Background: an optimization exercise with open tools, aiming at small area. Do not read the settings as production practice.
Only simulation tests tie the RTL to the original design; equivalence was not proved.
Power is estimated from default activity; no workload was simulated.

File: design/flow/design.v
module arrow_left #(
    IX=50,
	 IY=50,
	 IRandom=3
	 )
	 (
	 input clk,
	 input rst,
	 input pix_clk,
	 input animate,
    input wire [9:0] x,
    input wire [9:0] y,
	 input btnFlag,
	 output reg arrow,
	 output reg [9:0] yc
    );
	 localparam ini_x = IX;     
	 localparam ini_y = IY;
	 localparam hw = 50;			 
	 localparam ini_random = IRandom;
	 integer randomSpeed;
	 integer currentSpeed;
	 reg moveToBegin;
	 reg [9:0] xc;      
	 reg [9:0] x0;
	 reg [9:0] x1;
	 reg [9:0] x2;
	 reg [9:0] x3;
	 reg [9:0] x4;
	 reg [9:0] x5;
	 reg [9:0] x6;
	 reg [9:0] x7;
	 reg [9:0] x8;
	 reg [9:0] x9;
	 reg [9:0] x10;
	 reg [9:0] y0;	    
	 reg [9:0] y1;		 
	 reg [9:0] y2;	    
	 reg [9:0] y3;		 
	 reg [9:0] y4;	    
	 reg [9:0] y5;		 
	 reg [9:0] y6;	    
	 reg [9:0] y7;		 
	 reg [9:0] y8;	    
	 reg [9:0] y9;		 
	 reg [9:0] y10;	    
	 reg dir_x;        
	 reg dir_y;
	 always @(*) 
	 begin					 
		x0 = xc - 15;	    
		x1 = xc - 12;  	 	 
		x2 = xc - 9;   	 
		x3 = xc - 6;   	 
		x4 = xc - 3;		 
		x5 = xc; 			 
		x6 = xc + 3;		 
		x7 = xc + 6;		 
		x8 = xc + 9;		 
		x9 = xc + 12;		 
		x10 = xc + 15;		 
		y0 = yc - 15;
		y1 = yc - 12;		
		y2 = yc - 9;
		y3 = yc - 6;		
		y4 = yc - 3;
		y5 = yc;		
		y6 = yc + 3;
		y7 = yc + 6;		
		y8 = yc + 9;
		y9 = yc + 12;		
		y10 = yc + 15;
		arrow = ( (x >= x5 - 2) && (x < x9) && (y >= y3) && (y < y7) );
		for (integer i = 0; i < 10; i = i + 1) begin
		    arrow = arrow || 
			         ((x >= x1 + i) && (x < x2 + i) && (y >= y4 + 2 - i) && (y < y6 - 2 + i));
		end
	 end
    always @ (posedge clk) 
	 begin
		if (rst || moveToBegin || btnFlag)
		begin
			xc <= ini_x;
			yc <= ini_y;
			dir_x <= 1;     
			moveToBegin <= 0;
			currentSpeed <= randomSpeed;
		end
		else if (yc >= 460)
				moveToBegin <= 1;
		else 
		begin	 
			   if (x0 == 0) 	dir_x <= 1;   
				if (x1 == 640)  dir_x <= 0;
				if (y0 == 0)  dir_y <= 1;
			if (animate && pix_clk)
			begin
				if (dir_y) yc <= yc + 3 + currentSpeed;
				else yc <= yc - 1;
			end
			randomSpeed <= (randomSpeed + 1) % 4;
		end
		if (rst) begin
			randomSpeed <= ini_random;
			dir_y <= 1'b0;
		end	
	 end
endmodule
module arrow_down #(
    IX=50,
	 IY=50,
	 IRandom=0
	 )
	 (
	 input clk,
	 input rst,
	 input pix_clk,
	 input animate,
    input wire [9:0] x,
    input wire [9:0] y,
	 input btnFlag,
	 output reg arrow,
	 output reg [9:0] yc
    );
	 localparam ini_x = IX;     
	 localparam ini_y = IY;
	 localparam hw = 50;			 
	 localparam ini_random = IRandom;
	 integer randomSpeed;
	 integer currentSpeed;
	 reg moveToBegin;
	 reg [9:0] xc;      
	 reg [9:0] x0;
	 reg [9:0] x1;
	 reg [9:0] x2;
	 reg [9:0] x3;
	 reg [9:0] x4;
	 reg [9:0] x5;
	 reg [9:0] x6;
	 reg [9:0] x7;
	 reg [9:0] x8;
	 reg [9:0] x9;
	 reg [9:0] x10;
	 reg [9:0] y0;	    
	 reg [9:0] y1;		 
	 reg [9:0] y2;	    
	 reg [9:0] y3;		 
	 reg [9:0] y4;	    
	 reg [9:0] y5;		 
	 reg [9:0] y6;	    
	 reg [9:0] y7;		 
	 reg [9:0] y8;	    
	 reg [9:0] y9;		 
	 reg [9:0] y10;	    
	 reg dir_x;        
	 reg dir_y;
	 always @(*) 
	 begin					 
		x0 = xc - 15;	    
		x1 = xc - 12;  	 	 
		x2 = xc - 9;   	 
		x3 = xc - 6;   	 
		x4 = xc - 3;		 
		x5 = xc; 			 
		x6 = xc + 3;		 
		x7 = xc + 6;		 
		x8 = xc + 9;		 
		x9 = xc + 12;		 
		x10 = xc + 15;		 
		y0 = yc - 15;
		y1 = yc - 12;		
		y2 = yc - 9;
		y3 = yc - 6;		
		y4 = yc - 3;
		y5 = yc;		
		y6 = yc + 3;
		y7 = yc + 6;		
		y8 = yc + 9;
		y9 = yc + 12;		
		y10 = yc + 15;
		arrow = ( (x >= x3) && (x < x7) && (y >= y1) && (y < y5 + 2) );
		for (integer i = 0; i < 10; i = i + 1) begin
		    arrow = arrow || 
			         ((x >= x4 + 2 - i) && (x < x6 - 2 + i) && (y >= y8 - i) && (y < y9 - i));
		end
	 end
    always @ (posedge clk) 
	 begin
		if (rst || moveToBegin || btnFlag)
		begin
			xc <= ini_x;
			yc <= ini_y;
			dir_x <= 1;     
			moveToBegin <= 0;
			currentSpeed <= randomSpeed;
		end
		else if (yc >= 460)
				moveToBegin <= 1;
		else 
		begin	 
			   if (x0 == 0) 	dir_x <= 1;   
				if (x1 == 640)  dir_x <= 0;
				if (y0 == 0)  dir_y <= 1;
			if (animate && pix_clk)
			begin
				if (dir_y) yc <= yc + 3 + currentSpeed;
				else yc <= yc - 1;
			end
			randomSpeed <= (randomSpeed + 1) % 4;
		end
		if (rst) begin
			randomSpeed <= ini_random;
			dir_y <= 1'b0;
		end	
	 end
endmodule
module arrow_up #(
    IX=50,
	 IY=50,
	 IRandom=2
	 )
	 (
	 input clk,
	 input rst,
	 input pix_clk,
	 input animate,
    input wire [9:0] x,
    input wire [9:0] y,
	 input btnFlag,
	 output reg arrow,
	 output reg [9:0] yc
    );
	 localparam ini_x = IX;     
	 localparam ini_y = IY;
	 localparam hw = 50;			 
	 localparam ini_random = IRandom;
	 integer randomSpeed;
	 integer currentSpeed;
	 reg moveToBegin;
	 reg [9:0] xc;      
	 reg [9:0] x0;
	 reg [9:0] x1;
	 reg [9:0] x2;
	 reg [9:0] x3;
	 reg [9:0] x4;
	 reg [9:0] x5;
	 reg [9:0] x6;
	 reg [9:0] x7;
	 reg [9:0] x8;
	 reg [9:0] x9;
	 reg [9:0] x10;
	 reg [9:0] y0;	    
	 reg [9:0] y1;		 
	 reg [9:0] y2;	    
	 reg [9:0] y3;		 
	 reg [9:0] y4;	    
	 reg [9:0] y5;		 
	 reg [9:0] y6;	    
	 reg [9:0] y7;		 
	 reg [9:0] y8;	    
	 reg [9:0] y9;		 
	 reg [9:0] y10;	    
	 reg dir_x;        
	 reg dir_y;
	 always @(*) 
	 begin					 
		x0 = xc - 15;	    
		x1 = xc - 12;  	 	 
		x2 = xc - 9;   	 
		x3 = xc - 6;   	 
		x4 = xc - 3;		 
		x5 = xc; 			 
		x6 = xc + 3;		 
		x7 = xc + 6;		 
		x8 = xc + 9;		 
		x9 = xc + 12;		 
		x10 = xc + 15;		 
		y0 = yc - 15;
		y1 = yc - 12;		
		y2 = yc - 9;
		y3 = yc - 6;		
		y4 = yc - 3;
		y5 = yc;		
		y6 = yc + 3;
		y7 = yc + 6;		
		y8 = yc + 9;
		y9 = yc + 12;		
		y10 = yc + 15;
		arrow = ( (x >= x3) && (x < x7) && (y >= y5 - 2) && (y < y9) );
		for (integer i = 0; i < 10; i = i + 1) begin
		    arrow = arrow || 
			         ((x >= x4 + 2 - i) && (x < x6 - 2 + i) && (y >= y1 + i) && (y < y2 + i));
		end
	 end
    always @ (posedge clk) 
	 begin
		if (rst || moveToBegin || btnFlag)
		begin
			xc <= ini_x;
			yc <= ini_y;
			dir_x <= 1;     
			moveToBegin <= 0;
			currentSpeed <= randomSpeed;
		end
		else if (yc >= 460)
				moveToBegin <= 1;
		else 
		begin	 
			   if (x0 == 0) 	dir_x <= 1;   
				if (x1 == 640)  dir_x <= 0;
				if (y0 == 0)  dir_y <= 1;
			if (animate && pix_clk)
			begin
				if (dir_y) yc <= yc + 3 + currentSpeed;
				else yc <= yc - 1;
			end
			randomSpeed <= (randomSpeed + 1) % 4;
		end
		if (rst) begin
			randomSpeed <= ini_random;
			dir_y <= 1'b0;
		end	
	 end
endmodule
module arrow_right #(
    IX=50,
	 IY=50,
	 IRandom=1
	 )
	 (
	 input clk,
	 input rst,
	 input pix_clk,
	 input animate,
    input wire [9:0] x,
    input wire [9:0] y,
	 input btnFlag,
	 output reg arrow,
	 output reg [9:0] yc
    );
	 localparam ini_x = IX;     
	 localparam ini_y = IY;
	 localparam hw = 50;			 
	 localparam ini_random = IRandom;
	 integer randomSpeed;
	 integer currentSpeed;
	 reg moveToBegin;
	 reg [9:0] xc;      
	 reg [9:0] x0;
	 reg [9:0] x1;
	 reg [9:0] x2;
	 reg [9:0] x3;
	 reg [9:0] x4;
	 reg [9:0] x5;
	 reg [9:0] x6;
	 reg [9:0] x7;
	 reg [9:0] x8;
	 reg [9:0] x9;
	 reg [9:0] x10;
	 reg [9:0] y0;	    
	 reg [9:0] y1;		 
	 reg [9:0] y2;	    
	 reg [9:0] y3;		 
	 reg [9:0] y4;	    
	 reg [9:0] y5;		 
	 reg [9:0] y6;	    
	 reg [9:0] y7;		 
	 reg [9:0] y8;	    
	 reg [9:0] y9;		 
	 reg [9:0] y10;	    
	 reg dir_x;        
	 reg dir_y;
	 always @(*) 
	 begin					 
		x0 = xc - 15;	    
		x1 = xc - 12;  	 	 
		x2 = xc - 9;   	 
		x3 = xc - 6;   	 
		x4 = xc - 3;		 
		x5 = xc; 			 
		x6 = xc + 3;		 
		x7 = xc + 6;		 
		x8 = xc + 9;		 
		x9 = xc + 12;		 
		x10 = xc + 15;		 
		y0 = yc - 15;
		y1 = yc - 12;		
		y2 = yc - 9;
		y3 = yc - 6;		
		y4 = yc - 3;
		y5 = yc;		
		y6 = yc + 3;
		y7 = yc + 6;		
		y8 = yc + 9;
		y9 = yc + 12;		
		y10 = yc + 15;
		arrow = ( (x >= x1) && (x < x5 + 2) && (y >= y3) && (y < y7) );
		for (integer i = 0; i < 10; i = i + 1) begin
		    arrow = arrow || 
			         ((x >= x8 - i) && (x < x9 - i) && (y >= y4 + 2 - i) && (y < y6 - 2 + i));
		end
	 end
    always @ (posedge clk) 
	 begin
		if (rst || moveToBegin || btnFlag)
		begin
			xc <= ini_x;
			yc <= ini_y;
			dir_x <= 1;     
			moveToBegin <= 0;
			currentSpeed <= randomSpeed;
		end
		else if (yc >= 460)
				moveToBegin <= 1;
		else 
		begin	 
			   if (x0 == 0) 	dir_x <= 1;   
				if (x1 == 640)  dir_x <= 0;
				if (y0 == 0)  dir_y <= 1;
			if (animate && pix_clk)
			begin
				if (dir_y) yc <= yc + 3 + currentSpeed;
				else yc <= yc - 1;
			end
			randomSpeed <= (randomSpeed + 1) % 4;
		end
		if (rst) begin
			randomSpeed <= ini_random;
			dir_y <= 1'b0;
		end	
	 end
endmodule
module targetArrow #(
    IX=50,
	 IY=400
	 )
	 (
	 input clk,
	 input rst,
	 input pix_clk,
    input wire [9:0] x,
    input wire [9:0] y,
	 output reg arrow
    );
	 localparam ini_x = IX;     
	 localparam ini_y = IY;
	 localparam hw = 50;			 
	 reg [9:0] xc;      
	 reg [9:0] yc;
	 reg [9:0] x0;
	 reg [9:0] x1;
	 reg [9:0] x2;
	 reg [9:0] x3;
	 reg [9:0] x4;
	 reg [9:0] x5;
	 reg [9:0] x6;
	 reg [9:0] x7;
	 reg [9:0] x8;
	 reg [9:0] x9;
	 reg [9:0] x10;
	 reg [9:0] y0;	    
	 reg [9:0] y1;		 
	 reg [9:0] y2;	    
	 reg [9:0] y3;		 
	 reg [9:0] y4;	    
	 reg [9:0] y5;		 
	 reg [9:0] y6;	    
	 reg [9:0] y7;		 
	 reg [9:0] y8;	    
	 reg [9:0] y9;		 
	 reg [9:0] y10;	    
	 reg dir_x;        
	 reg dir_y;
	 always @(*) 
	 begin					 
		x0 = xc - 15;	    
		x1 = xc - 12;  	 	 
		x2 = xc - 9;   	 
		x3 = xc - 6;   	 
		x4 = xc - 3;		 
		x5 = xc; 			 
		x6 = xc + 3;		 
		x7 = xc + 6;		 
		x8 = xc + 9;		 
		x9 = xc + 12;		 
		x10 = xc + 15;		 
		y0 = yc - 15;
		y1 = yc - 12;		
		y2 = yc - 9;
		y3 = yc - 6;		
		y4 = yc - 3;
		y5 = yc;		
		y6 = yc + 3;
		y7 = yc + 6;		
		y8 = yc + 9;
		y9 = yc + 12;		
		y10 = yc + 15;
		arrow = ( (x >= x3) && (x < x7) && (y >= y1) && (y < y5 + 2) );
		for (integer i = 0; i < 10; i = i + 1) begin
		    arrow = arrow || 
			         ((x >= x4 + 2 - i) && (x < x6 - 2 + i) && (y >= y8 - i) && (y < y9 - i));
		end
	 end
    always @ (posedge clk) 
	 begin
		if (rst)
		begin
			xc <= ini_x;
			yc <= ini_y;
			dir_x <= 1;     
			dir_y <= 0;     
		end
		else 
		begin	 
			   if (x0 == 0) 	dir_x <= 1;   
				if (x1 == 640)  dir_x <= 0;
				if (y0 == 0)  dir_y <= 1;
				if (y1 == 480) dir_y <= 0;
		end	
	 end
endmodule
module targetArrow_left #(
    IX=50,
	 IY=400
	 )
	 (
	 input clk,
	 input rst,
	 input pix_clk,
    input wire [9:0] x,
    input wire [9:0] y,
	 output reg arrow
    );
	 localparam ini_x = IX;     
	 localparam ini_y = IY;
	 localparam hw = 50;			 
	 reg [9:0] xc;      
	 reg [9:0] yc;
	 reg [9:0] x0;
	 reg [9:0] x1;
	 reg [9:0] x2;
	 reg [9:0] x3;
	 reg [9:0] x4;
	 reg [9:0] x5;
	 reg [9:0] x6;
	 reg [9:0] x7;
	 reg [9:0] x8;
	 reg [9:0] x9;
	 reg [9:0] x10;
	 reg [9:0] y0;	    
	 reg [9:0] y1;		 
	 reg [9:0] y2;	    
	 reg [9:0] y3;		 
	 reg [9:0] y4;	    
	 reg [9:0] y5;		 
	 reg [9:0] y6;	    
	 reg [9:0] y7;		 
	 reg [9:0] y8;	    
	 reg [9:0] y9;		 
	 reg [9:0] y10;	    
	 reg dir_x;        
	 reg dir_y;
	 always @(*) 
	 begin					 
		x0 = xc - 15;	    
		x1 = xc - 12;  	 	 
		x2 = xc - 9;   	 
		x3 = xc - 6;   	 
		x4 = xc - 3;		 
		x5 = xc; 			 
		x6 = xc + 3;		 
		x7 = xc + 6;		 
		x8 = xc + 9;		 
		x9 = xc + 12;		 
		x10 = xc + 15;		 
		y0 = yc - 15;
		y1 = yc - 12;		
		y2 = yc - 9;
		y3 = yc - 6;		
		y4 = yc - 3;
		y5 = yc;		
		y6 = yc + 3;
		y7 = yc + 6;		
		y8 = yc + 9;
		y9 = yc + 12;		
		y10 = yc + 15;
		arrow = ( (x >= x5 - 2) && (x < x9) && (y >= y3) && (y < y7) );
		for (integer i = 0; i < 10; i = i + 1) begin
		    arrow = arrow || 
			         ((x >= x1 + i) && (x < x2 + i) && (y >= y4 + 2 - i) && (y < y6 - 2 + i));
		end
	 end
    always @ (posedge clk) 
	 begin
		if (rst)
		begin
			xc <= ini_x;
			yc <= ini_y;
			dir_x <= 1;     
			dir_y <= 0;     
		end
		else 
		begin	 
			   if (x0 == 0) 	dir_x <= 1;   
				if (x1 == 640)  dir_x <= 0;
				if (y0 == 0)  dir_y <= 1;
				if (y1 == 480) dir_y <= 0;
		end	
	 end
endmodule
module targetArrow_up #(
    IX=50,
	 IY=400
	 )
	 (
	 input clk,
	 input rst,
	 input pix_clk,
    input wire [9:0] x,
    input wire [9:0] y,
	 output reg arrow
    );
	 localparam ini_x = IX;     
	 localparam ini_y = IY;
	 localparam hw = 50;			 
	 reg [9:0] xc;      
	 reg [9:0] yc;
	 reg [9:0] x0;
	 reg [9:0] x1;
	 reg [9:0] x2;
	 reg [9:0] x3;
	 reg [9:0] x4;
	 reg [9:0] x5;
	 reg [9:0] x6;
	 reg [9:0] x7;
	 reg [9:0] x8;
	 reg [9:0] x9;
	 reg [9:0] x10;
	 reg [9:0] y0;	    
	 reg [9:0] y1;		 
	 reg [9:0] y2;	    
	 reg [9:0] y3;		 
	 reg [9:0] y4;	    
	 reg [9:0] y5;		 
	 reg [9:0] y6;	    
	 reg [9:0] y7;		 
	 reg [9:0] y8;	    
	 reg [9:0] y9;		 
	 reg [9:0] y10;	    
	 reg dir_x;        
	 reg dir_y;
	 always @(*) 
	 begin					 
		x0 = xc - 15;	    
		x1 = xc - 12;  	 	 
		x2 = xc - 9;   	 
		x3 = xc - 6;   	 
		x4 = xc - 3;		 
		x5 = xc; 			 
		x6 = xc + 3;		 
		x7 = xc + 6;		 
		x8 = xc + 9;		 
		x9 = xc + 12;		 
		x10 = xc + 15;		 
		y0 = yc - 15;
		y1 = yc - 12;		
		y2 = yc - 9;
		y3 = yc - 6;		
		y4 = yc - 3;
		y5 = yc;		
		y6 = yc + 3;
		y7 = yc + 6;		
		y8 = yc + 9;
		y9 = yc + 12;		
		y10 = yc + 15;
		arrow = ( (x >= x3) && (x < x7) && (y >= y5 - 2) && (y < y9) );
		for (integer i = 0; i < 10; i = i + 1) begin
		    arrow = arrow || 
			         ((x >= x4 + 2 - i) && (x < x6 - 2 + i) && (y >= y1 + i) && (y < y2 + i));
		end
	 end
    always @ (posedge clk) 
	 begin
		if (rst)
		begin
			xc <= ini_x;
			yc <= ini_y;
			dir_x <= 1;     
			dir_y <= 0;     
		end
		else 
		begin	 
			   if (x0 == 0) 	dir_x <= 1;   
				if (x1 == 640)  dir_x <= 0;
				if (y0 == 0)  dir_y <= 1;
				if (y1 == 480) dir_y <= 0;
		end	
	 end
endmodule
module targetArrow_right #(
    IX=50,
	 IY=400
	 )
	 (
	 input clk,
	 input rst,
	 input pix_clk,
    input wire [9:0] x,
    input wire [9:0] y,
	 output reg arrow
    );
	 localparam ini_x = IX;     
	 localparam ini_y = IY;
	 localparam hw = 50;			 
	 reg [9:0] xc;      
	 reg [9:0] yc;
	 reg [9:0] x0;
	 reg [9:0] x1;
	 reg [9:0] x2;
	 reg [9:0] x3;
	 reg [9:0] x4;
	 reg [9:0] x5;
	 reg [9:0] x6;
	 reg [9:0] x7;
	 reg [9:0] x8;
	 reg [9:0] x9;
	 reg [9:0] x10;
	 reg [9:0] y0;	    
	 reg [9:0] y1;		 
	 reg [9:0] y2;	    
	 reg [9:0] y3;		 
	 reg [9:0] y4;	    
	 reg [9:0] y5;		 
	 reg [9:0] y6;	    
	 reg [9:0] y7;		 
	 reg [9:0] y8;	    
	 reg [9:0] y9;		 
	 reg [9:0] y10;	    
	 reg dir_x;        
	 reg dir_y;
	 always @(*) 
	 begin					 
		x0 = xc - 15;	    
		x1 = xc - 12;  	 	 
		x2 = xc - 9;   	 
		x3 = xc - 6;   	 
		x4 = xc - 3;		 
		x5 = xc; 			 
		x6 = xc + 3;		 
		x7 = xc + 6;		 
		x8 = xc + 9;		 
		x9 = xc + 12;		 
		x10 = xc + 15;		 
		y0 = yc - 15;
		y1 = yc - 12;		
		y2 = yc - 9;
		y3 = yc - 6;		
		y4 = yc - 3;
		y5 = yc;		
		y6 = yc + 3;
		y7 = yc + 6;		
		y8 = yc + 9;
		y9 = yc + 12;		
		y10 = yc + 15;
		arrow = ( (x >= x1) && (x < x5 + 2) && (y >= y3) && (y < y7) );
		for (integer i = 0; i < 10; i = i + 1) begin
		    arrow = arrow || 
			         ((x >= x8 - i) && (x < x9 - i) && (y >= y4 + 2 - i) && (y < y6 - 2 + i));
		end
	 end
    always @ (posedge clk) 
	 begin
		if (rst)
		begin
			xc <= ini_x;
			yc <= ini_y;
			dir_x <= 1;     
			dir_y <= 0;     
		end
		else 
		begin	 
			   if (x0 == 0) 	dir_x <= 1;   
				if (x1 == 640)  dir_x <= 0;
				if (y0 == 0)  dir_y <= 1;
				if (y1 == 480) dir_y <= 0;
		end	
	 end
endmodule
module calDist(input clk, 
					input btnValid,
					input wire [9:0] y_coord,
					output reg [19:0] pts,
					output reg [19:0] arrowFlag);
integer y_c;
always @(posedge clk)
begin
	if (btnValid == 1)
	begin
	   y_c = y_coord;
		if (400 - y_c < 10 && 400 - y_c > -10)
			pts <= 500;
		else if (400 - y_c < 50 && 400 - y_c > -50)
			pts <= 300;
		else if (400 - y_c < 80 && 400 - y_c > -80)
			pts <= 100;
		else
			pts <= 0;
		arrowFlag <= 1;
	end
	else 
	begin
		pts <= 0;
		arrowFlag <= 0;
	end
end
endmodule
 module score #(IX = 300, IY = 100, i = 0)
					(input clk,
					input rst,
					input pix_clk,
					input wire [9:0] x,
					input wire [9:0] y,
					input wire [3:0] digit,
					output reg score);
		always @(*) begin
			score = 0;
			if (rst) begin
				score = 0;
			end
			case (digit)
					0:
					if (x < 600 - i*35 && x > 570 - i*35 && y < 100 && y > 97)
						score = 1;		
					else if (x < 600 - i*35 && x > 570 - i*35 && y < 40 && y > 37)
						score = 1;
					else if (y < 100 && y > 37 && x < 600 - i*35 && x > 597 - i*35 )
						score = 1;
					else if (y < 100 && y > 37 && x > 570 - i*35 && x < 573 - i*35)
						score = 1;
					else
						score = 0;
					1:
					if (y < 100 && y > 37 && x < 600 - i*35 && x > 597 - i*35)
						score = 1;
					else
						score = 0;
					5:
					if (x < 600 - i*35 && x > 570 - i*35 && y < 100 && y > 97)
						score = 1;
					else if (x < 600 - i*35 && x > 570 - i*35 && y < 70 && y > 67)
						score = 1;
					else if (x < 600 - i*35 && x > 570 - i*35 && y < 40 && y > 37)
						score = 1;
					else if (y < 100 && y > 67 && x < 600 - i*35 && x > 597 - i*35)
						score = 1;
					else if (y < 67 && y > 37 && x > 570 - i*35 && x < 573 - i*35)
						score = 1;
					else 
						score = 0;
					3:
					if (x < 600 - i*35 && x > 570 - i*35 && y < 100 && y > 97)
						score = 1;		
					else if (x < 600 - i*35 && x > 570 - i*35 && y < 70 && y > 67)
						score = 1;
					else if (x < 600 - i*35 && x > 570 - i*35 && y < 40 && y > 37)
						score = 1;
					else if (y < 100 && y > 37 && x < 600 - i*35 && x > 597 - i*35)
						score = 1;
					else
						score = 0;
					4:
					if (x < 600 - i*35 && x > 570 - i*35 && y < 70 && y > 67)
						score = 1;
					else if (y < 100 && y > 37 && x < 600 - i*35 && x > 597 - i*35)
						score = 1;
					else if (y < 67 && y > 37 && x > 570 - i*35 && x < 573 - i*35)
						score = 1;
					else
						score = 0;
					2:
					if (x < 600 - i*35 && x > 570 - i*35 && y < 100 && y > 97)
						score = 1;		
					else if (x < 600 - i*35 && x > 570 - i*35 && y < 70 && y > 67)
						score = 1;
					else if (x < 600 - i*35 && x > 570 - i*35 && y < 40 && y > 37)
						score = 1;
					else if (y < 100 && y > 67 && x > 570 - i*35 && x < 573 - i*35)
						score = 1;
					else if (y < 67 && y > 37 && x < 600 - i*35 && x > 597 - i*35)
						score = 1;
					else
						score = 0;
					6:
					if (x < 600 - i*35 && x > 570 - i*35 && y < 100 && y > 97)
						score = 1;		
					else if (x < 600 - i*35 && x > 570 - i*35 && y < 70 && y > 67)
						score = 1;
					else if (x < 600 - i*35 && x > 570 - i*35 && y < 40 && y > 37)
						score = 1;
					else if (y < 100 && y > 37 && x > 570 - i*35 && x < 573 - i*35)
						score = 1;
					else if (y < 100 && y > 67 && x < 600 - i*35 && x > 597 - i*35)
						score = 1;
					else
						score = 0;
					7:
					if (x < 600 - i*35 && x > 570 - i*35 && y < 40 && y > 37)
						score= 1;	
					else if (y < 100 && y > 37 && x < 600 - i*35 && x > 597 - i*35)
						score = 1;
					else
						score = 0;
					8: 
					if (x < 600 - i*35 && x > 570 - i*35 && y < 100 && y > 97)
						score = 1;		
					else if (x < 600 - i*35 && x > 570 - i*35 && y < 70 && y > 67)
						score = 1;
					else if (x < 600 - i*35 && x > 570 - i*35 && y < 40 && y > 37)
						score = 1;
					else if (y < 100 && y > 37 && x < 600 - i*35 && x > 597 - i*35)
						score = 1;
					else if (y < 100 && y > 37 && x > 570 - i*35 && x < 573 - i*35)
						score = 1;
					else
						score = 0;
					9:
					if (x < 600 - i*35 && x > 570 - i*35 && y < 40 && y > 37)
						score = 1;		
					else if (x < 600 - i*35 && x > 570 - i*35 && y < 70 && y > 67)
						score = 1;
					else if (y < 100 && y > 37 && x < 600 - i*35 && x > 597 - i*35)
						score = 1;
					else if (y < 67 && y > 37 && x < 573 - i*35 && x > 570 - i*35)
						score = 1;
					else
						score = 0;
				endcase
		end
endmodule
module color(
	input clk,
	input pix_stb,
	input rst,
	input [9:0] x,
	input [9:0] y,
	input [3:0] arrow,
	input [3:0] targetArrow,
	input [5:0] score,
	input border,
	output reg [2:0] vgaRed,
	output reg [2:0] vgaGreen,
	output reg [2:0] vgaBlue,
	input pauseState
   );
	always @(posedge clk)
	begin
   	if (rst) begin
			vgaBlue = 'b000;
			vgaGreen = 'b000;
			vgaRed = 'b000;
		end
	   if (pauseState == 0 && (arrow[0] || arrow[1] || arrow[2] || arrow[3])) begin
		    vgaBlue = 'b111;
		    vgaRed = 'b111;
		end
		else if (targetArrow[0] || targetArrow[1] || targetArrow[2] ||targetArrow[3])
		begin
			 vgaBlue = 'b111;
		    vgaRed = 'b111;
			 vgaGreen = 'b111;
		end
		else if (border)
		begin
			vgaBlue = 'b111;
		end
		else if (score != 0)
		begin
			vgaGreen = 'b111;
			vgaBlue = 'b111;
		end
	   else begin
		    vgaBlue = 'b000;
			 vgaGreen = 'b000;
			 vgaRed = 'b000;
		end
	end
endmodule
module hdr_core(
    input  wire       clk,
    input  wire       rst,         
    input  wire       pix_stb,     
    input  wire       animate,     
    input  wire [9:0] x,           
    input  wire [9:0] y,           
    input  wire       btnL,        
    input  wire       btnD,
    input  wire       btnU,
    input  wire       btnR,
    input  wire       pause,       
    output wire [2:0] vgaRed,
    output wire [2:0] vgaGreen,
    output wire [2:0] vgaBlue
    );
    wire rst_i = rst;
    wire [3:0] arrow;
    wire [3:0] targetArrow;
    wire [9:0] ycl;
    wire [9:0] ycd;
    wire [9:0] ycu;
    wire [9:0] ycr;
    wire [19:0] ptsL;
    wire [19:0] ptsD;
    wire [19:0] ptsU;
    wire [19:0] ptsR;
    reg  [19:0] totalPts;
    wire [5:0] score;
    always @(posedge clk)
    begin
        if (rst_i)
            totalPts <= 0;
        else
            totalPts <= totalPts + ptsL + ptsD + ptsU + ptsR;
    end
    localparam gap = 30;
    arrow_left #(.IX(50), .IY(50), .IRandom(3)) arrow1(
        .clk(clk), .rst(rst_i), .pix_clk(pix_stb), .animate(animate),
        .x(x), .y(y), .btnFlag(btnL), .arrow(arrow[0]), .yc(ycl));
    arrow_down #(.IX(50 + gap), .IY(50), .IRandom(0)) arrow2(
        .clk(clk), .rst(rst_i), .pix_clk(pix_stb), .animate(animate),
        .x(x), .y(y), .btnFlag(btnD), .arrow(arrow[1]), .yc(ycd));
    arrow_up #(.IX(50 + gap * 2), .IY(50), .IRandom(2)) arrow3(
        .clk(clk), .rst(rst_i), .pix_clk(pix_stb), .animate(animate),
        .x(x), .y(y), .btnFlag(btnU), .arrow(arrow[2]), .yc(ycu));
    arrow_right #(.IX(50 + gap * 3), .IY(50), .IRandom(1)) arrow4(
        .clk(clk), .rst(rst_i), .pix_clk(pix_stb), .animate(animate),
        .x(x), .y(y), .btnFlag(btnR), .arrow(arrow[3]), .yc(ycr));
    targetArrow_left #(.IX(50), .IY(400)) targetArrow1(
        .clk(clk), .rst(rst_i), .pix_clk(pix_stb), .x(x), .y(y), .arrow(targetArrow[0]));
    targetArrow #(.IX(50 + gap), .IY(400)) targetArrow2(
        .clk(clk), .rst(rst_i), .pix_clk(pix_stb), .x(x), .y(y), .arrow(targetArrow[1]));
    targetArrow_up #(.IX(50 + gap * 2), .IY(400)) targetArrow3(
        .clk(clk), .rst(rst_i), .pix_clk(pix_stb), .x(x), .y(y), .arrow(targetArrow[2]));
    targetArrow_right #(.IX(50 + gap * 3), .IY(400)) targetArrow4(
        .clk(clk), .rst(rst_i), .pix_clk(pix_stb), .x(x), .y(y), .arrow(targetArrow[3]));
    calDist calcDistL (.clk(clk), .btnValid(btnL), .y_coord(ycl), .pts(ptsL), .arrowFlag());
    calDist calcDistD (.clk(clk), .btnValid(btnD), .y_coord(ycd), .pts(ptsD), .arrowFlag());
    calDist calcDistU (.clk(clk), .btnValid(btnU), .y_coord(ycu), .pts(ptsU), .arrowFlag());
    calDist calcDistR (.clk(clk), .btnValid(btnR), .y_coord(ycr), .pts(ptsR), .arrowFlag());
    score #(.IX(300), .IY(100), .i(0)) scores
        (.clk(clk), .rst(rst_i), .pix_clk(pix_stb), .x(x), .y(y),
         .digit(totalPts % 10), .score(score[0]));
    score #(.IX(300), .IY(100), .i(1)) scores1
        (.clk(clk), .rst(rst_i), .pix_clk(pix_stb), .x(x), .y(y),
         .digit((totalPts / 10) % 10), .score(score[1]));
    score #(.IX(300), .IY(100), .i(2)) scores2
        (.clk(clk), .rst(rst_i), .pix_clk(pix_stb), .x(x), .y(y),
         .digit((totalPts / 100) % 10), .score(score[2]));
    score #(.IX(300), .IY(100), .i(3)) scores3
        (.clk(clk), .rst(rst_i), .pix_clk(pix_stb), .x(x), .y(y),
         .digit((totalPts / 1000) % 10), .score(score[3]));
    score #(.IX(300), .IY(100), .i(4)) scores4
        (.clk(clk), .rst(rst_i), .pix_clk(pix_stb), .x(x), .y(y),
         .digit((totalPts / 10000) % 10), .score(score[4]));
    score #(.IX(300), .IY(100), .i(5)) scores5
        (.clk(clk), .rst(rst_i), .pix_clk(pix_stb), .x(x), .y(y),
         .digit((totalPts / 100000) % 10), .score(score[5]));
    color clr(
        .clk(clk), .pix_stb(pix_stb), .rst(rst_i), .x(x), .y(y),
        .arrow(arrow), .targetArrow(targetArrow), .score(score),
        .border(1'b0),
        .vgaRed(vgaRed), .vgaGreen(vgaGreen), .vgaBlue(vgaBlue),
        .pauseState(pause));
endmodule
File: design/flow/run.sh
#!/bin/bash
# synth_recipe.tcl (not shown) runs the flow's synth.tcl, then flattens the netlist and writes it again
# the make line also repeats each setting of config.mk as NAME=value (left out here)
make -C /OpenROAD-flow-scripts/flow DESIGN_CONFIG=/design/flow/config.mk WORK_HOME=/design/flow/orfs CLKGATE_MAP_FILE= SYNTH_SCRIPT=/design/flow/synth_recipe.tcl finish
File: design/flow/config.mk
export PLATFORM = sky130hd
export DESIGN_NAME = hdr_core
export DESIGN_NICKNAME = hdr_core
export VERILOG_FILES = /design/flow/design.v
export SDC_FILE = /design/flow/constraint.sdc
export NUM_CORES = 4
export LEC_CHECK = 0
export CAP_MARGIN = 20
export CORE_MARGIN = 2
export CORE_UTILIZATION = 40
export SLEW_MARGIN = 20
File: design/flow/constraint.sdc
create_clock -name core_clock -period 20.0 [get_ports {clk}]
set_input_delay 4.0000 -clock core_clock [delete_from_list [all_inputs] [get_ports {clk}]]
set_output_delay 4.0000 -clock core_clock [all_outputs]
set_load 0.01 [all_outputs]
==> out/metrics.csv <==
stage,metric,value,unit
synth,synthesized area,55500,um^2
power_and_ir_drop,total leakage power,23.7,nW
sta,Final period util,0.753,
place,gpl congestion,0.959,
global_routing,overall routing resource usage,0.271,
setup_path,crit path kind,flip-flop to flip-flop,
setup_path,kind of end point of the critical path,flip-flop,
clock_network,CTS Buf Count,17,
floorplanning,Die ar.,142000,um^2
sta,final hold vios,0,
floorplanning,Die Width,376,um
sta,fin crit period,15050,ps
global_routing,largest net degree at the start of global routing,75,
synth,top-count cell post-synth,ha_1,
place,dpl cell area,57700,um^2
synth,most frequent cells after synthesis,"ha_1 (1081), nand2_1 (755), a21oi_1 (648), nor2_1 (614), xnor2_1 (593)",
power_and_ir_drop,P per Cell Area,19.9,nW/um^2
setup_path,CP peak stage delay,890,ps
routing,Vias per Instance,6.14,
final_layout,Nets,8715,
sta,Clock Skews,23.8,ps
sta,RSZ-0062 raised after global routing,no,
synth,"Seq/Total Area, Yosys",0.0431,
synth,ys flop type,dfxtp_1,
clock_network,root buffer cell,clkbuf_16,
sta,Fmax achieved,66.4,MHz
run,Max-Cap Viols,0,
clock_network,Post-CTS Setup Repair Bufs,0,
outcome,status,"complete, no violations",
floorplanning,Core ar.,137000,um^2
setup_path,Worst setup SP type,flip-flop,
place,hpwl dp,151,mm
clock_network,H-tree Lvls,4,
clock_network,Clock Tree Buf Depth,2,
synth,Area contributors post-synth,"ha_1 (24%), xnor2_1 (9.4%), a21oi_1 (5.8%)",
routing,Detailed Route WL,197,mm
setup_path,most frequent CP cell,inv_1,
global_routing,initial antenna violation count,13,
routing,Vias,57652,
power_and_ir_drop,maximum VDD drop,0.0724,mV
sta,Worst-Margin Slew,1200,ps
clock_network,Clock Sinks,113,
synth,top cell type's share of synthesized area,0.244,
routing,DRC Markers,0,
final_layout,layout cells sized above 1,0.0550,
final_layout,post-layout util,0.424,
synth,distinct cell type count of the synthesized netlist,148,
floorplanning,num rows,136,
setup_path,"Arr. time, crit path",15320,ps
routing,Pre-antenna DRT Iters,6,
clock_network,# resized after CTS,0,
floorplanning,Initial Utilization,0.403,
clock_network,CTS Hold Bufs,0,
routing,DRT iter0 DRCs,5264,
global_routing,first-pass GRT wire length,310,mm
synth,"FF+latch count, synth",113,
setup_path,crit path max-delay cell type,a21oi_2,
synth,Synth Instances,7759,
sta,Slew HR,0.189,
synth,Post-synth EDFFs,13,
synth,Mapped Avg Cell Area,7.15,um^2
final_layout,register area,2390,um^2
clock_network,clock transition at the registers of the reported paths,80,ps
final_layout,final instance area,58300,um^2
final_layout,Fillers,14290,
setup_path,CP Max Fanout,39,
clock_network,clock latency (worst-skew pair),520,ps
clock_network,CTS tree,built,
routing,DR WL/cell,21.0,um
floorplanning,Die Height,376,um
final_layout,Multi-input gate area,50400,um^2
sta,"Setup violations, final",0,
floorplanning,IO Pins,38,
synth,cell accounting for the most synthesized area,ha_1,
final_layout,area grow syn2layout,5.03,%
global_routing,vias in the first global route,53871,
global_routing,GRT Residual Overflow,0,
synth,ys async rst share,0,
sta,Fin Setup TNS,0,ps
place,Buffers on Ports,37,
sta,Max Slew Vio Count,0,
synth,Synth Net Count,8893,
routing,Detail Route Antenna Nets,0,
synth,Synth warnings,23,
worst_hold_path,hold crit path type,flip-flop to flip-flop,
setup_path,required time of the critical path,20270,ps
flip-flops by register name, indices dropped and copies added (netlist names), 3 cells and up:
signal	flops
arrow1.currentSpeed	3
arrow1.randomSpeed	3
arrow1.yc	10
arrow2.currentSpeed	3
arrow2.randomSpeed	3
arrow2.yc	10
arrow3.currentSpeed	3
arrow3.randomSpeed	3
arrow3.yc	10
arrow4.currentSpeed	3
arrow4.randomSpeed	3
arrow4.yc	10
calcDistD.pts	5
calcDistL.pts	5
calcDistR.pts	5
calcDistU.pts	5
totalPts	18
cell type report:
type | count | share of cell area
tap | 1794 | 0.0385
multi-input combinational | 6955 | 0.865
sequential | 113 | 0.0411
timing repair buffer | 187 | 0.0252
inverter | 307 | 0.0198
antenna | 6 | 0.000258
clock buffer | 25 | 0.00923
clock inverter | 7 | 0.000816
stage by stage:
step,power [mW],worst slack [ps],hold WS [ps],cells
2_1_floorplan,0.638,9100,408,7759
3_3_place_gp,0.815,5250,415,9356
3_5_place_dp,0.830,5210,414,9356
4_1_cts,1.16,5150,428,9388
5_1_grt,1.25,3840,445,9391
6_report,1.16,4950,428,9394
report_power, final:
group          switching (mW)  internal (mW)
Clock                   0.136          0.185
Combinational           0.358          0.232
Sequential            0.00957          0.236
cells in the final DEF (no fill, tap or decap), types with 33 or more instances in the layout:
| cell | count |
|---|---|
| ha_1 | 1081 |
| nand2_1 | 755 |
| a21oi_1 | 648 |
| nor2_1 | 614 |
| xnor2_1 | 591 |
| o21ai_0 | 445 |
| inv_1 | 269 |
| nor2b_1 | 250 |
| nand2b_1 | 246 |
| nor3_1 | 226 |
| nand3_1 | 198 |
| xor2_1 | 186 |
| buf_4 | 158 |
| a21o_1 | 138 |
| dfxtp_1 | 98 |
| a31oi_1 | 80 |
| nand4_1 | 75 |
| nor4_1 | 70 |
| o21a_1 | 66 |
| and2_1 | 63 |
| a211oi_1 | 58 |
| and3_1 | 55 |
| or3_1 | 54 |
| mux2i_1 | 50 |
| o211ai_1 | 47 |
| or2_2 | 44 |
| o31ai_1 | 39 |
| o22ai_1 | 33 |
| o221ai_1 | 33 |
| o21bai_1 | 33 |
metal layers:
layer,routed length [um],vias up,track usage
li1,-,27860,-
met1,91700,27517,0.378
met2,87400,2000,0.432
met3,13800,267,0.0376
met4,4360,8,0.0734
met5,55,-,0
critical path: cells and delay by family (launching register included):
kind | cells | cell delay, ps
buffers and inverters | 5 | 950
flip-flops | 1 | 310
XOR/XNOR | 2 | 770
AO/OA/AOI/OAI | 27 | 9650
AND/OR/NAND/NOR | 7 | 1580
adder cells (fa/ha/maj) | 2 | 530
multiplexers | 3 | 950
cell families after synthesis:
group,Yosys count,share of synthesized area
fa+ha+maj,1123,0.256
mux,78,0.0158
flops,113,0.0431
compound gates,2141,0.257
simple gates,2830,0.255
xor+xnor,783,0.124
buf+inv,691,0.0494
final timing paths:
| path | from | endpoint | slack [ps] | cells after the start |
|---|---|---|---|---|
| worst max-delay path | totalPts[17] | clr.vgaGreen[1] | 4950 | 46 |
| worst min-delay path | arrow3.randomSpeed[2] | arrow3.currentSpeed[2] | 430 | 0 |
| worst max register to register | totalPts[17] | clr.vgaGreen[1] | 4950 | 46 |
| worst min register to register | arrow3.randomSpeed[2] | arrow3.currentSpeed[2] | 430 | 0 |

-- re-timing with driven ports --
The flow's constraints put no driver on any port. The routed layout listed below was extracted and timed again, unchanged, in two steps. Step 1 assumes that a clkbuf_16 drives the clock port and a buf_2 every other input. Step 2, shift: input delay + t, output delay - t, t = (earliest + latest rising clock arrival at the registers) / 2. This alone moves slack from input paths to output paths. Slacks: ideal ports / drivers / drivers and shift; pairs: ideal ports / drivers.
shift t [ns]: 0.593
setup slack, ns: 4.947 / 4.947 / 4.947
hold slack, ns: 0.428 / 0.428 / 0.428
worst data-port slew with drivers (ns): 0.22
After both steps this run still meets setup and hold. The setup slack of this run moves by 0.000 ns with the drivers and by 0.000 ns with both steps.
